From an optimization exercise on the open Yosys and OpenROAD flow, aimed at small area and a short achievable clock period; shortcuts taken in it are not production practice.

==> inputs of violet <==
## fir_filter
module fir_filter (clk, reset, x, y);
  input clk, reset;
  input signed [31:0] x;
  output signed [31:0] y;
  reg [31:0] h0, h1, h2, h3, h4, h5, h6, h7, h8;
  reg [31:0] q0, q1;
  reg [31:0] y_reg;
  wire qs1, qc2;
  fir_fa u_qs1 (.a(h3[0]), .b(h5[0]), .c(h7[0]), .s(qs1), .co(qc2));
  wire qs3, qc4;
  fir_fa u_qs3 (.a(h1[0]), .b(h4[0]), .c(h4[1]), .s(qs3), .co(qc4));
  wire qs5, qc6;
  fir_fa u_qs5 (.a(h2[0]), .b(h3[1]), .c(h5[1]), .s(qs5), .co(qc6));
  wire qs7, qc8;
  fir_fa u_qs7 (.a(~h6[0]), .b(h7[1]), .c(qc2), .s(qs7), .co(qc8));
  wire qs9, qc10;
  fir_fa u_qs9 (.a(~qs3), .b(qs5), .c(qs7), .s(qs9), .co(qc10));
  wire qs11, qc12;
  fir_fa u_qs11 (.a(h0[0]), .b(h1[0]), .c(h1[1]), .s(qs11), .co(qc12));
  wire qs13, qc14;
  fir_fa u_qs13 (.a(h4[1]), .b(h4[2]), .c(h6[1]), .s(qs13), .co(qc14));
  wire qs15, qc16;
  fir_fa u_qs15 (.a(h2[1]), .b(h3[0]), .c(h3[2]), .s(qs15), .co(qc16));
  wire qs17, qc18;
  fir_fa u_qs17 (.a(h5[2]), .b(h7[2]), .c(~h8[0]), .s(qs17), .co(qc18));
  wire qs19, qc20;
  fir_fa u_qs19 (.a(qc4), .b(qs11), .c(qs13), .s(qs19), .co(qc20));
  wire qs21, qc22;
  ...
clock: 8.0 ns
lec_check: 0
abc_clock_period_in_ps: 2500
cap_margin: 20
core_margin: 2
core_utilization: 40
cts_buf_list: sky130_fd_sc_hd__clkbuf_8 sky130_fd_sc_hd__clkbuf_16
cts_cluster_diameter: 60
cts_cluster_size: 24
setup_slack_margin: 5.0
slew_margin: 20
synth_hierarchical: 1
synth_minimum_keep_size: 0
run.sh (not shown) runs the stock make flow with config.mk's settings and CLKGATE_MAP_FILE= SYNTH_SCRIPT=/design/flow/synth_recipe.tcl, a recipe that flattens the netlist after the stock synthesis.
==> sierra: changes against violet <==
--- a/flow/config.mk
+++ b/flow/config.mk
@@ -10,6 +10,5 @@
 export CORE_MARGIN = 2
-export CORE_UTILIZATION = 40
-export CTS_BUF_LIST = sky130_fd_sc_hd__clkbuf_8 sky130_fd_sc_hd__clkbuf_16
-export CTS_CLUSTER_DIAMETER = 60
-export CTS_CLUSTER_SIZE = 24
+export CORE_UTILIZATION = 60
+export CTS_BUF_LIST = sky130_fd_sc_hd__clkbuf_8
+export CTS_CLUSTER_SIZE = 20
 export SETUP_SLACK_MARGIN = 5.0
==> run summary <==
|  | violet | sierra |
|---|---|---|
| Data required, critical path | 8420 ps | 8490 ps |
| Final worst clock skew | 22.3 ps | 26.8 ps |
| Max Clk Rate | 0.291 GHz | 0.291 GHz |
| Signal buffers share of area | 5.39% | 5.28% |
| Starting Density | 40.6% | 61.2% |
| Area fraction of clock buffers and clock inverters | 5.12% | 5.45% |
| Highest metal layer used by the detailed router | met4 | met5 |
| Number of antenna violations at the first check in global routing | 3 | 1 |
| Worst slack after detailed placement | 4340 ps | 4310 ps |
| Met1 layer wirelength in the final routing | 17200 um | 16100 um |
| Run status | finished clean | finished clean |
| M2 GR Usage | 26.1% | 37.1% |
| Clkbuf count | 37 | 81 |
| WL met3 | 1440 um | 1260 um |
Function was not checked in any run of this note: the RTL went through the layout flow alone.

* * *

==> run a: inputs <==
Another version of the RTL of fir_filter (not shown whole).
export LEC_CHECK = 0
export ABC_CLOCK_PERIOD_IN_PS = 2500
export CAP_MARGIN = 20
export CORE_MARGIN = 2
export CORE_UTILIZATION = 40
export CTS_BUF_LIST = sky130_fd_sc_hd__clkbuf_4 sky130_fd_sc_hd__clkbuf_8
export CTS_CLUSTER_DIAMETER = 50
export CTS_CLUSTER_SIZE = 16
export SETUP_SLACK_MARGIN = 5.0
export SLEW_MARGIN = 20
export SYNTH_HIERARCHICAL = 1
export SYNTH_MINIMUM_KEEP_SIZE = 0
create_clock -name core_clock -period 8.0 [get_ports {clk}]
==> inputs of run b, as changes to run a <==
--- a/flow/design.v
+++ b/flow/design.v
@@ -793,138 +793,17 @@
   wire ys783, yc784;
   fir_fa u_ys783 (.a(~h0[30]), .b(q0[31]), .c(q1[31]), .s(ys783), .co(yc784));
   wire [31:0] r0_d = {rc408, rc394, rc380, rc366, rc352, rc338, rc324, rc310, rc296, rc282, rc268, rc254, rc240, rc226, rc212, rc198, rc184, rc170, rc156, rc142, rc128, rc114, rc100, rc86, rc72, rc58, rc44, rs43, rc18, rs17, rs7, h3[0]};
   wire [31:0] r1_d = {rs421, rs407, rs393, rs379, rs365, rs351, rs337, rs323, rs309, rs295, rs281, rs267, rs253, rs239, rs225, rs211, rs197, rs183, rs169, rs155, rs141, rs127, rs113, rs99, rs85, rs71, rs57, 1'b0, rs29, 1'b0, 1'b0, rs1};
   wire [31:0] q0_d = {qc710, qc700, qc690, qc680, qc670, qc660, qc650, qc640, qc630, qc620, qc610, qc600, qc590, qc580, qc570, qc560, qc550, qc540, qc530, qc520, qc510, qc500, qc490, qc480, qc470, qc460, qs459, qc442, qc434, qc428, qs427, qs423};
   wire [31:0] q1_d = {qs719, qs709, qs699, qs689, qs679, qs669, qs659, qs649, qs639, qs629, qs619, qs609, qs599, qs589, qs579, qs569, qs559, qs549, qs539, qs529, qs519, qs509, qs499, qs489, qs479, qs469, 1'b0, qs449, qs441, qs433, 1'b0, 1'b0};
   wire [31:0] ya = {yc782, yc780, yc778, yc776, yc774, yc772, yc770, yc768, yc766, yc764, yc762, yc760, yc758, yc756, yc754, yc752, yc750, yc748, yc746, yc744, yc742, yc740, yc738, yc736, yc734, ~yc732, ~yc730, ~ys729, ys725, 1'b1, ~h0[0], ~q0[0]};
   wire [31:0] yb = {ys783, ys781, ys779, ys777, ys775, ys773, ys771, ys769, ys767, ys765, ys763, ys761, ys759, ys757, ys755, ys753, ys751, ys749, ys747, ys745, ys743, ys741, ys739, ys737, ys735, ys733, ~ys731, 1'b0, 1'b0, ~ys721, ~q0[1], 1'b0};
-  wire [31:0] y_d_p = ya ^ yb, y_d_g = ya & yb;
-  wire y_dG1 = y_d_g[1] | (y_d_p[1] & y_d_g[0]);
-  wire y_dG2 = y_d_g[3] | (y_d_p[3] & y_d_g[2]);
-  wire y_dP2 = y_d_p[3] & y_d_p[2];
-  wire y_dG3 = y_d_g[5] | (y_d_p[5] & y_d_g[4]);
-  wire y_dP3 = y_d_p[5] & y_d_p[4];
-  wire y_dG4 = y_d_g[7] | (y_d_p[7] & y_d_g[6]);
-  wire y_dP4 = y_d_p[7] & y_d_p[6];
-  wire y_dG5 = y_d_g[9] | (y_d_p[9] & y_d_g[8]);
-  wire y_dP5 = y_d_p[9] & y_d_p[8];
-  wire y_dG6 = y_d_g[11] | (y_d_p[11] & y_d_g[10]);
-  wire y_dP6 = y_d_p[11] & y_d_p[10];
-  wire y_dG7 = y_d_g[13] | (y_d_p[13] & y_d_g[12]);
-  wire y_dP7 = y_d_p[13] & y_d_p[12];
-  wire y_dG8 = y_d_g[15] | (y_d_p[15] & y_d_g[14]);
-  wire y_dP8 = y_d_p[15] & y_d_p[14];
-  wire y_dG9 = y_d_g[17] | (y_d_p[17] & y_d_g[16]);
-  wire y_dP9 = y_d_p[17] & y_d_p[16];
-  wire y_dG10 = y_d_g[19] | (y_d_p[19] & y_d_g[18]);
-  wire y_dP10 = y_d_p[19] & y_d_p[18];
-  wire y_dG11 = y_d_g[21] | (y_d_p[21] & y_d_g[20]);
-  wire y_dP11 = y_d_p[21] & y_d_p[20];
-  wire y_dG12 = y_d_g[23] | (y_d_p[23] & y_d_g[22]);
-  wire y_dP12 = y_d_p[23] & y_d_p[22];
-  wire y_dG13 = y_d_g[25] | (y_d_p[25] & y_d_g[24]);
-  wire y_dP13 = y_d_p[25] & y_d_p[24];
-  wire y_dG14 = y_d_g[27] | (y_d_p[27] & y_d_g[26]);
-  wire y_dP14 = y_d_p[27] & y_d_p[26];
-  wire y_dG15 = y_d_g[29] | (y_d_p[29] & y_d_g[28]);
-  wire y_dP15 = y_d_p[29] & y_d_p[28];
-  wire y_dG16 = y_d_g[2] | (y_d_p[2] & y_dG1);
-  wire y_dG17 = y_dG2 | (y_dP2 & y_dG1);
-  wire y_dG18 = y_d_g[6] | (y_d_p[6] & y_dG3);
-  wire y_dP18 = y_d_p[6] & y_dP3;
-  wire y_dG19 = y_dG4 | (y_dP4 & y_dG3);
-  wire y_dP19 = y_dP4 & y_dP3;
-  wire y_dG20 = y_d_g[10] | (y_d_p[10] & y_dG5);
-  wire y_dP20 = y_d_p[10] & y_dP5;
-  wire y_dG21 = y_dG6 | (y_dP6 & y_dG5);
-  wire y_dP21 = y_dP6 & y_dP5;
-  wire y_dG22 = y_d_g[14] | (y_d_p[14] & y_dG7);
-  wire y_dP22 = y_d_p[14] & y_dP7;
-  wire y_dG23 = y_dG8 | (y_dP8 & y_dG7);
-  wire y_dP23 = y_dP8 & y_dP7;
-  wire y_dG24 = y_d_g[18] | (y_d_p[18] & y_dG9);
-  wire y_dP24 = y_d_p[18] & y_dP9;
-  wire y_dG25 = y_dG10 | (y_dP10 & y_dG9);
-  wire y_dP25 = y_dP10 & y_dP9;
-  wire y_dG26 = y_d_g[22] | (y_d_p[22] & y_dG11);
-  wire y_dP26 = y_d_p[22] & y_dP11;
-  wire y_dG27 = y_dG12 | (y_dP12 & y_dG11);
-  wire y_dP27 = y_dP12 & y_dP11;
-  wire y_dG28 = y_d_g[26] | (y_d_p[26] & y_dG13);
-  wire y_dP28 = y_d_p[26] & y_dP13;
-  wire y_dG29 = y_dG14 | (y_dP14 & y_dG13);
-  wire y_dP29 = y_dP14 & y_dP13;
-  wire y_dG30 = y_d_g[30] | (y_d_p[30] & y_dG15);
-  wire y_dP30 = y_d_p[30] & y_dP15;
-  wire y_dG31 = y_d_g[4] | (y_d_p[4] & y_dG17);
-  wire y_dG32 = y_dG3 | (y_dP3 & y_dG17);
-  wire y_dG33 = y_dG18 | (y_dP18 & y_dG17);
-  wire y_dG34 = y_dG19 | (y_dP19 & y_dG17);
-  wire y_dG35 = y_d_g[12] | (y_d_p[12] & y_dG21);
-  wire y_dP35 = y_d_p[12] & y_dP21;
-  wire y_dG36 = y_dG7 | (y_dP7 & y_dG21);
-  wire y_dP36 = y_dP7 & y_dP21;
-  wire y_dG37 = y_dG22 | (y_dP22 & y_dG21);
-  wire y_dP37 = y_dP22 & y_dP21;
-  wire y_dG38 = y_dG23 | (y_dP23 & y_dG21);
-  wire y_dP38 = y_dP23 & y_dP21;
-  wire y_dG39 = y_d_g[20] | (y_d_p[20] & y_dG25);
-  wire y_dP39 = y_d_p[20] & y_dP25;
-  wire y_dG40 = y_dG11 | (y_dP11 & y_dG25);
-  wire y_dP40 = y_dP11 & y_dP25;
-  wire y_dG41 = y_dG26 | (y_dP26 & y_dG25);
-  wire y_dP41 = y_dP26 & y_dP25;
-  wire y_dG42 = y_dG27 | (y_dP27 & y_dG25);
-  wire y_dP42 = y_dP27 & y_dP25;
-  wire y_dG43 = y_d_g[28] | (y_d_p[28] & y_dG29);
-  wire y_dP43 = y_d_p[28] & y_dP29;
-  wire y_dG44 = y_dG15 | (y_dP15 & y_dG29);
-  wire y_dP44 = y_dP15 & y_dP29;
-  wire y_dG45 = y_dG30 | (y_dP30 & y_dG29);
-  wire y_dP45 = y_dP30 & y_dP29;
-  wire y_dG46 = y_d_g[8] | (y_d_p[8] & y_dG34);
-  wire y_dG47 = y_dG5 | (y_dP5 & y_dG34);
-  wire y_dG48 = y_dG20 | (y_dP20 & y_dG34);
-  wire y_dG49 = y_dG21 | (y_dP21 & y_dG34);
-  wire y_dG50 = y_dG35 | (y_dP35 & y_dG34);
-  wire y_dG51 = y_dG36 | (y_dP36 & y_dG34);
-  wire y_dG52 = y_dG37 | (y_dP37 & y_dG34);
-  wire y_dG53 = y_dG38 | (y_dP38 & y_dG34);
-  wire y_dG54 = y_d_g[24] | (y_d_p[24] & y_dG42);
-  wire y_dP54 = y_d_p[24] & y_dP42;
-  wire y_dG55 = y_dG13 | (y_dP13 & y_dG42);
-  wire y_dP55 = y_dP13 & y_dP42;
-  wire y_dG56 = y_dG28 | (y_dP28 & y_dG42);
-  wire y_dP56 = y_dP28 & y_dP42;
-  wire y_dG57 = y_dG29 | (y_dP29 & y_dG42);
-  wire y_dP57 = y_dP29 & y_dP42;
-  wire y_dG58 = y_dG43 | (y_dP43 & y_dG42);
-  wire y_dP58 = y_dP43 & y_dP42;
-  wire y_dG59 = y_dG44 | (y_dP44 & y_dG42);
-  wire y_dP59 = y_dP44 & y_dP42;
-  wire y_dG60 = y_dG45 | (y_dP45 & y_dG42);
-  wire y_dP60 = y_dP45 & y_dP42;
-  wire y_dG61 = y_d_g[16] | (y_d_p[16] & y_dG53);
-  wire y_dG62 = y_dG9 | (y_dP9 & y_dG53);
-  wire y_dG63 = y_dG24 | (y_dP24 & y_dG53);
-  wire y_dG64 = y_dG25 | (y_dP25 & y_dG53);
-  wire y_dG65 = y_dG39 | (y_dP39 & y_dG53);
-  wire y_dG66 = y_dG40 | (y_dP40 & y_dG53);
-  wire y_dG67 = y_dG41 | (y_dP41 & y_dG53);
-  wire y_dG68 = y_dG42 | (y_dP42 & y_dG53);
-  wire y_dG69 = y_dG54 | (y_dP54 & y_dG53);
-  wire y_dG70 = y_dG55 | (y_dP55 & y_dG53);
-  wire y_dG71 = y_dG56 | (y_dP56 & y_dG53);
-  wire y_dG72 = y_dG57 | (y_dP57 & y_dG53);
-  wire y_dG73 = y_dG58 | (y_dP58 & y_dG53);
-  wire y_dG74 = y_dG59 | (y_dP59 & y_dG53);
-  wire y_dG75 = y_dG60 | (y_dP60 & y_dG53);
-  wire [31:0] y_d = {y_d_p[31] ^ y_dG75, y_d_p[30] ^ y_dG74, y_d_p[29] ^ y_dG73, y_d_p[28] ^ y_dG72, y_d_p[27] ^ y_dG71, y_d_p[26] ^ y_dG70, y_d_p[25] ^ y_dG69, y_d_p[24] ^ y_dG68, y_d_p[23] ^ y_dG67, y_d_p[22] ^ y_dG66, y_d_p[21] ^ y_dG65, y_d_p[20] ^ y_dG64, y_d_p[19] ^ y_dG63, y_d_p[18] ^ y_dG62, y_d_p[17] ^ y_dG61, y_d_p[16] ^ y_dG53, y_d_p[15] ^ y_dG52, y_d_p[14] ^ y_dG51, y_d_p[13] ^ y_dG50, y_d_p[12] ^ y_dG49, y_d_p[11] ^ y_dG48, y_d_p[10] ^ y_dG47, y_d_p[9] ^ y_dG46, y_d_p[8] ^ y_dG34, y_d_p[7] ^ y_dG33, y_d_p[6] ^ y_dG32, y_d_p[5] ^ y_dG31, y_d_p[4] ^ y_dG17, y_d_p[3] ^ y_dG16, y_d_p[2] ^ y_dG1, y_d_p[1] ^ y_d_g[0], y_d_p[0]};
+  wire [31:0] y_d = ya + yb;
   always @(posedge clk or posedge reset) begin
     if (reset) begin
       h0 <= 32'd0; h1 <= 32'd0; h2 <= 32'd0; h3 <= 32'd0; h4 <= 32'd0; h5 <= 32'd0; h6 <= 32'd0; h7 <= 32'd0;
       r0 <= 32'hfffffff6;
       r1 <= 32'h00000000;
       q0 <= 32'hffffffb1;
       q1 <= 32'h00000044;
       y_reg <= 32'd0;
==> qor summary <==
                                                                                     run a                    run b
Total area of sequential cells                                                  0.0103 mm2               0.0103 mm2
Number of logic stages on the critical path including buffering                          9                       12
Global routing usage on met3                                                        0.0280                   0.0240
Setup slack after layout                                                           4.64 ns                  4.81 ns
Outcome                                                            complete, no violations  complete, no violations
Chip width                                                                          228 um                   230 um
Footprint of the multi-input gates                                             0.00912 mm2              0.00961 mm2
Post-synthesis to final-layout area growth                                           14.8%                    14.1%
Critical Path AT                                                                   3.88 ns                  3.70 ns
Buf+Inv Stages, Crit Path                                                                1                        2
Final cycle utilization of the critical path                                         0.420                    0.398
Total core area                                                                 0.0499 mm2               0.0504 mm2
Register fraction of the total cell area                                             0.445                    0.439
Number of setup buffers added after CTS                                                 13                       12
Fraction of post-synthesis cell area in the top cell type by area                    0.432                    0.424
Non-Clock Buffer Count                                                                  92                       86
Slew Limit Headroom                                                                  0.444                    0.456
Min Hold Slack                                                                    0.357 ns                 0.360 ns
Placed Cells incl. Taps                                                               1906                     1970
Count of non-filler cells in the finished layout                                      2011                     2062
Routability cong.                                                                    0.756                    0.819
Number of nets in the final layout                                                    1760                     1811
Post-synthesis sequential area ratio                                                 0.511                    0.501
Number of global-route vias before repair                                            10.7k                    11.4k
Routed length on met3                                                              1180 um                  1250 um
No functional check of the RTL was part of any run of this note.

separate check: timing with driven ports:
In the flow no input, the clock included, has a driving cell. The finished layouts below were timed again as built, in two steps.
Step 1 assumes that a clkbuf_16 drives the clock port and a buf_2 every other input.
Step 2 moves the port delays by t, midway between the first and last clock arrival at a register: inputs arrive t later, outputs are due t later. That takes back most of the time a late clock gives input paths.
Slacks: ideal ports / drivers / drivers and shift; pairs: ideal ports / drivers.
run	t (ns)	setup slack, ns	worst slew at a driven data input, ns
violet	0.605	4.564 / 4.564 / 4.564	0.04
sierra	0.629	4.558 / 4.558 / 4.558	0.04
run a	0.676	4.640 / 4.640 / 4.505	0.05
run b	0.664	4.814 / 4.814 / 4.507	0.03
After both steps setup and hold are still met in every run listed. The setup slack of run b, which loses most, moves by 0.000 ns with the drivers and by -0.307 ns with both steps.
